Context: an optimization exercise on an open-source flow, tuned for small area, a short achievable clock period and few clock cycles per item. The choices shown serve that exercise and are no tape-out recipe. The RTL was checked by simulation tests, not by an equivalence proof against the original design.

## average
module average #(
    parameter int NOF_BITS = 32
) (
    input  logic                clk,
    input  logic                rst_n,
    input  logic                start,
    input  logic                data_first,
    input  logic                data_last,
    input  logic [NOF_BITS-1:0] data_in,
    output logic [NOF_BITS:0]   data_out,
    output logic                busy,
    output logic                TO,
    output logic                done
);
    localparam int W = NOF_BITS;
    localparam int TIMEOUT_LIMIT = 10;
    logic       acc;       
    logic       v;         
    logic       div;       
    logic [4:0] cnt;       
    logic [W:0]   x;       
    logic [W-1:0] b;       
    logic [W-1:0] y;       
    wire waiting  = busy & ~acc & ~v & ~div;
    wire take     = acc | (waiting & data_first);
    wire to_now   = waiting & ~data_first & (cnt == 5'(TIMEOUT_LIMIT - 1));
    wire fin      = v & ~acc;                  
    wire sum_on   = v & acc;                   
    wire div_last = div & (&cnt);
    wire skip     = div & ~|x & ~|y[W-1:W-3] & ~&cnt[4:2];
    wire [W+1:0] sum = {1'b0, x} + {1'b0, div, b} + (W+2)'(div);
    wire         ge  = sum[W+1];               
    always_ff @(posedge clk) begin
        if (skip)
            x <= {{W{1'b0}}, y[W-4]};
        else if (div)
            x <= {ge ? sum[W-1:0] : x[W-1:0], y[W-1]};
        else if (fin)
            x <= {{(W-1){1'b0}}, sum[W:W-1]};
        else if (sum_on)
            x <= sum[W:0];
        else
            x <= '0;
        if (skip)
            y <= {y[W-5:0], 4'b0};
        else if (div)
            y <= {y[W-2:0], ge};
        else if (fin)
            y <= {sum[W-2:0], 1'b0};
        else
            y <= acc ? y + 1'b1 : W'(1);
        if (fin)
            b <= ~y;
        else if (!div)
            b <= data_in;
    end
    always_ff @(posedge clk or negedge rst_n) begin
  ...
clock: 6.0 ns
lec_check: 0
cap_margin: 20
core_margin: 2
core_utilization: 40
cts_buf_list: sky130_fd_sc_hd__clkbuf_8
cts_cluster_diameter: 100
cts_cluster_size: 40
setup_slack_margin: 3.0
slew_margin: 20
standard.sh (not shown) runs the stock make flow with config.mk's settings and CLKGATE_MAP_FILE= SYNTH_SCRIPT=/design/flow/synth_recipe.tcl, a recipe that flattens the netlist after the stock synthesis.
==> flow/flow/run.sh <==
#!/bin/bash
# The standard layout, except that the port buffers are the smallest
# plain buffer (buf_1) rather than the delay buffer buffer_ports picks by
# default; the resizer still upsizes any of them that timing needs.
set -euo pipefail
export BUFFER_PORTS_ARGS="-buffer_cell sky130_fd_sc_hd__buf_1"
bash standard.sh > standard_flow.log 2>&1
The starting point passed the timing, DRC and antenna checks.
Testbench counts at the start, summed over its fixed seeds: cycles 72,898, items 1,600.
Rerun with:
Settings changed: CORE_UTILIZATION 40 to 60, CTS_CLUSTER_DIAMETER 100 to not set, CTS_CLUSTER_SIZE 40 to not set.
What happened:
- The changed run went through all stages and came out clean
- die area goes down by 33%
- wire length came out lower by 1.8%
- worst hold slack hardly moves
- global-route usage climbs by 11 points
- first-iteration DRC count is higher by 49%
Rerun with:
Settings changed: CORE_UTILIZATION 60 to 40, SETUP_SLACK_MARGIN 3.0 to 2.7.
Routed wire length is higher by 0.87%; setup slack loses 320 ps; final area is lower by 1.1%; global-route usage is lower by 11 points; clock-buffer cell count is lower by 1; cell count is higher by 7.4%.
Rerun with:
==> flow/run.sh (new file) <==
#!/bin/bash
# synth_recipe.tcl (not shown) runs the flow's synth.tcl, then flattens the netlist and writes it again
# the make line also repeats each setting of config.mk as NAME=value (left out here)
make -C /OpenROAD-flow-scripts/flow DESIGN_CONFIG=/design/flow/config.mk WORK_HOME=/design/flow/orfs CLKGATE_MAP_FILE= SYNTH_SCRIPT=/design/flow/synth_recipe.tcl finish
Settings changed: SETUP_SLACK_MARGIN 2.7 to 3.0.
removed: flow/flow/run.sh
removed: flow/standard.sh
What happened: Routed wire length increases by 2.2%. Critical path depth rises by 3. Worst hold slack is about the same. Final cell count stays flat.


== P ==
The RTL this note starts from:
==> flow/design.v <==
`timescale 1ns/1ps
module average #(
    parameter int NOF_BITS = 32
) (
    input  logic                clk,
    input  logic                rst_n,
    input  logic                start,
    input  logic                data_first,
    input  logic                data_last,
    input  logic [NOF_BITS-1:0] data_in,
    output logic [NOF_BITS:0]   data_out,
    output logic                busy,
    output logic                TO,
    output logic                done
);
    localparam int W = NOF_BITS;
    localparam int TIMEOUT_LIMIT = 10;
    logic       acc;       
    logic       v;         
    logic       div;       
    logic [4:0] cnt;       
    logic [W:0]   x;       
    logic [W-1:0] b;       
    logic [W-1:0] y;       
    wire waiting  = busy & ~acc & ~v & ~div;
    wire take     = acc | (waiting & data_first);
    wire to_now   = waiting & ~data_first & (cnt == 5'(TIMEOUT_LIMIT - 1));
    wire fin      = v & ~acc;                  
    wire sum_on   = v & acc;                   
    wire div_last = div & (&cnt);
    wire skip     = div & ~|x & ~|y[W-1:W-3] & ~&cnt[4:2];
    wire [W+1:0] sum = {1'b0, x} + {1'b0, div, b} + (W+2)'(div);
    wire         ge  = sum[W+1];               
    always_ff @(posedge clk) begin
        if (skip)
            x <= {{W{1'b0}}, y[W-4]};
        else if (div)
            x <= {ge ? sum[W-1:0] : x[W-1:0], y[W-1]};
        else if (fin)
            x <= {{(W-1){1'b0}}, sum[W:W-1]};
        else if (sum_on)
            x <= sum[W:0];
        else
            x <= '0;
        if (skip)
            y <= {y[W-5:0], 4'b0};
        else if (div)
            y <= {y[W-2:0], ge};
        else if (fin)
            y <= {sum[W-2:0], 1'b0};
        else
            y <= acc ? y + 1'b1 : W'(1);
        if (fin)
            b <= ~y;
        else if (!div)
            b <= data_in;
    end
    always_ff @(posedge clk or negedge rst_n) begin
        if (!rst_n) begin
            busy     <= 1'b0;
            acc      <= 1'b0;
            v        <= 1'b0;
            div      <= 1'b0;
            cnt      <= '0;
            TO       <= 1'b0;
            done     <= 1'b0;
            data_out <= '0;
        end else begin
            TO   <= to_now;
            done <= div_last;
            v    <= take;
            if (!busy) begin
                busy <= start;
                cnt  <= '0;
            end else begin
                if (to_now | div_last) busy <= 1'b0;
                cnt <= fin ? '0 : cnt + (skip ? 5'd4 : 5'd1);
                if (take) acc <= ~data_last;
                div <= fin | (div & ~div_last);
            end
            if (div_last) data_out <= {1'b0, y[W-2:0], ge};
        end
    end
endmodule
==> flow/config.mk <==
export PLATFORM = sky130hd
export DESIGN_NAME = average
export DESIGN_NICKNAME = average
export VERILOG_FILES = /design/flow/design.v
export SDC_FILE = /design/flow/constraint.sdc
export NUM_CORES = 4
export LEC_CHECK = 0
export CAP_MARGIN = 20
export CORE_MARGIN = 2
export CORE_UTILIZATION = 40
export CTS_BUF_LIST = sky130_fd_sc_hd__clkbuf_8
export SETUP_SLACK_MARGIN = 3.2
export SLEW_MARGIN = 20
==> flow/constraint.sdc <==
create_clock -name core_clock -period 6.0 [get_ports {clk}]
set_input_delay 1.2000 -clock core_clock [delete_from_list [all_inputs] [get_ports {clk}]]
set_output_delay 1.2000 -clock core_clock [all_outputs]
set_load 0.01 [all_outputs]
==> flow/flow/run.sh <==
#!/bin/bash
# The standard layout, except that the port buffers are the smallest
# plain buffer (buf_1) rather than the delay buffer buffer_ports picks by
# default; the resizer still upsizes any of them that timing needs.
set -euo pipefail
export BUFFER_PORTS_ARGS="-buffer_cell sky130_fd_sc_hd__buf_1"
bash standard.sh > standard_flow.log 2>&1
Testbench counts of P, summed over its fixed seeds: cycles 72,898, items 1,600.
#### Input delta (Q over P)
Settings: SETUP_SLACK_MARGIN: 3.2 -> 3.0; ABC_AREA: unset -> 1.
[summary]
In summary, Q completed successfully, with a layout that passed the timing, DRC and antenna checks. Worst clock skew is higher on Q. In the metrics for Q and P, the one carrying the lower worst hold slack after final layout is P. Per the comparison of Q with P, register-to-register slack down 0.02 ns, number of standard cells after synthesis grew by 440.
Relative to Q, the following input files were edited for R:
Settings: ABC_AREA removed (was 1); CTS_BUF_LIST removed (was sky130_fd_sc_hd__clkbuf_8); SETUP_SLACK_MARGIN changed from 3.0 to 3.3.
==> flow/run.sh (new file) <==
#!/bin/bash
# synth_recipe.tcl (not shown) runs the flow's synth.tcl, then flattens the netlist and writes it again
# the make line also repeats each setting of config.mk as NAME=value (left out here)
make -C /OpenROAD-flow-scripts/flow DESIGN_CONFIG=/design/flow/config.mk WORK_HOME=/design/flow/orfs CLKGATE_MAP_FILE= SYNTH_SCRIPT=/design/flow/synth_recipe.tcl finish
removed: flow/flow/run.sh
removed: flow/standard.sh
Results
Summary of the comparison: global-route wire length before repair is lower in R, relative to Q.
Delta (R minus Q): cell area increased by 1.7% relative to the old numbers, max-slew violation count closely matched the old numbers, register-to-register slack increased by 0.05 ns relative to the old numbers, global router's overall resource usage decreased by 2.0 points relative to the old numbers.
Lower met2 usage in global routing was reported by R, not Q.
Summary: with Q as the reference, mean cell area of the mapped netlist in R moved up by more than a quarter.
Edits applied to the flow inputs when going from R to S:
Settings: setting CTS_BUF_LIST to sky130_fd_sc_hd__clkbuf_8 for the first time; changing CAP_MARGIN from 20 to 0; changing SLEW_MARGIN from 20 to 0; changing SETUP_SLACK_MARGIN from 3.3 to 3.2.
==> flow/flow/run.sh (new file) <==
#!/bin/bash
# The standard layout, except that the port buffers are the smallest
# plain buffer (buf_1) rather than the delay buffer buffer_ports picks by
# default; the resizer still upsizes any of them that timing needs.
set -euo pipefail
export BUFFER_PORTS_ARGS="-buffer_cell sky130_fd_sc_hd__buf_1"
bash standard.sh > standard_flow.log 2>&1
==> flow/standard.sh (new file) <==
#!/bin/bash
# synth_recipe.tcl (not shown) runs the flow's synth.tcl, then flattens the netlist and writes it again
# the make line also repeats each setting of config.mk as NAME=value (left out here)
make -C /OpenROAD-flow-scripts/flow DESIGN_CONFIG=/design/flow/config.mk WORK_HOME=/design/flow/orfs CLKGATE_MAP_FILE= SYNTH_SCRIPT=/design/flow/synth_recipe.tcl "${@:-finish}"
removed: flow/run.sh
Relative to R, S improves wire length.
In the flow results for S and R, the number of cells on the critical path is smaller on S.
| cell area | lower: S |
Relative to R, the synthesis-to-finish area growth of S is lower by 11 points.
S vs R: met3 usage in global routing down
Summary of the comparison: wire length of the first global-routing pass is lower in S, relative to R.
Pin count of the biggest net entering global routing in S vs R: down 5.7%
Non-clock buffer count: S < R

## static timing again, ports no longer ideal
In the flow no input, the clock included, has a driving cell. The finished layouts below were timed again as built, in two steps. Step 1: set_driving_cell puts a clkbuf_16 on clk and a buf_2 on each other input, an assumption about the parent block. Step 2, shift: input delay + t, output delay - t, t = (earliest + latest rising clock arrival at the registers) / 2. This alone moves slack from input paths to output paths. Slacks: ideal ports / drivers / drivers and shift; pairs: ideal ports / drivers.
run | shift t [ns] | setup slack, ns | worst hold slack (ns) | worst data-port slew with drivers (ns) | pins driven straight from the clock port
the first run of note 1 | 0.498 | 3.090 / 3.090 / 3.090 | 0.477 / 0.477 / 0.477 | 0.05 | 1
the second run of note 1 | 0.493 | 3.088 / 3.088 / 3.088 | 0.478 / 0.478 / 0.478 | 0.03 | 1
the third run of note 1 | 0.498 | 2.769 / 2.769 / 2.769 | 0.477 / 0.477 / 0.477 | 0.05 | 1
the fourth run of note 1 | 0.506 | 3.047 / 3.047 / 3.047 | 0.479 / 0.479 / 0.479 | 0.05 | 1
P | 0.501 | 3.217 / 3.217 / 3.217 | 0.477 / 0.477 / 0.477 | 0.05 | 1
Q | 0.496 | 3.196 / 3.196 / 3.196 | 0.480 / 0.480 / 0.480 | 0.04 | 1
R | 0.469 | 3.248 / 3.248 / 3.248 | 0.473 / 0.473 / 0.473 | 0.05 | 1
S | 0.499 | 3.212 / 3.212 / 3.212 | 0.476 / 0.476 / 0.476 | 0.05 | 1
After both steps setup and hold are still met in every run listed.
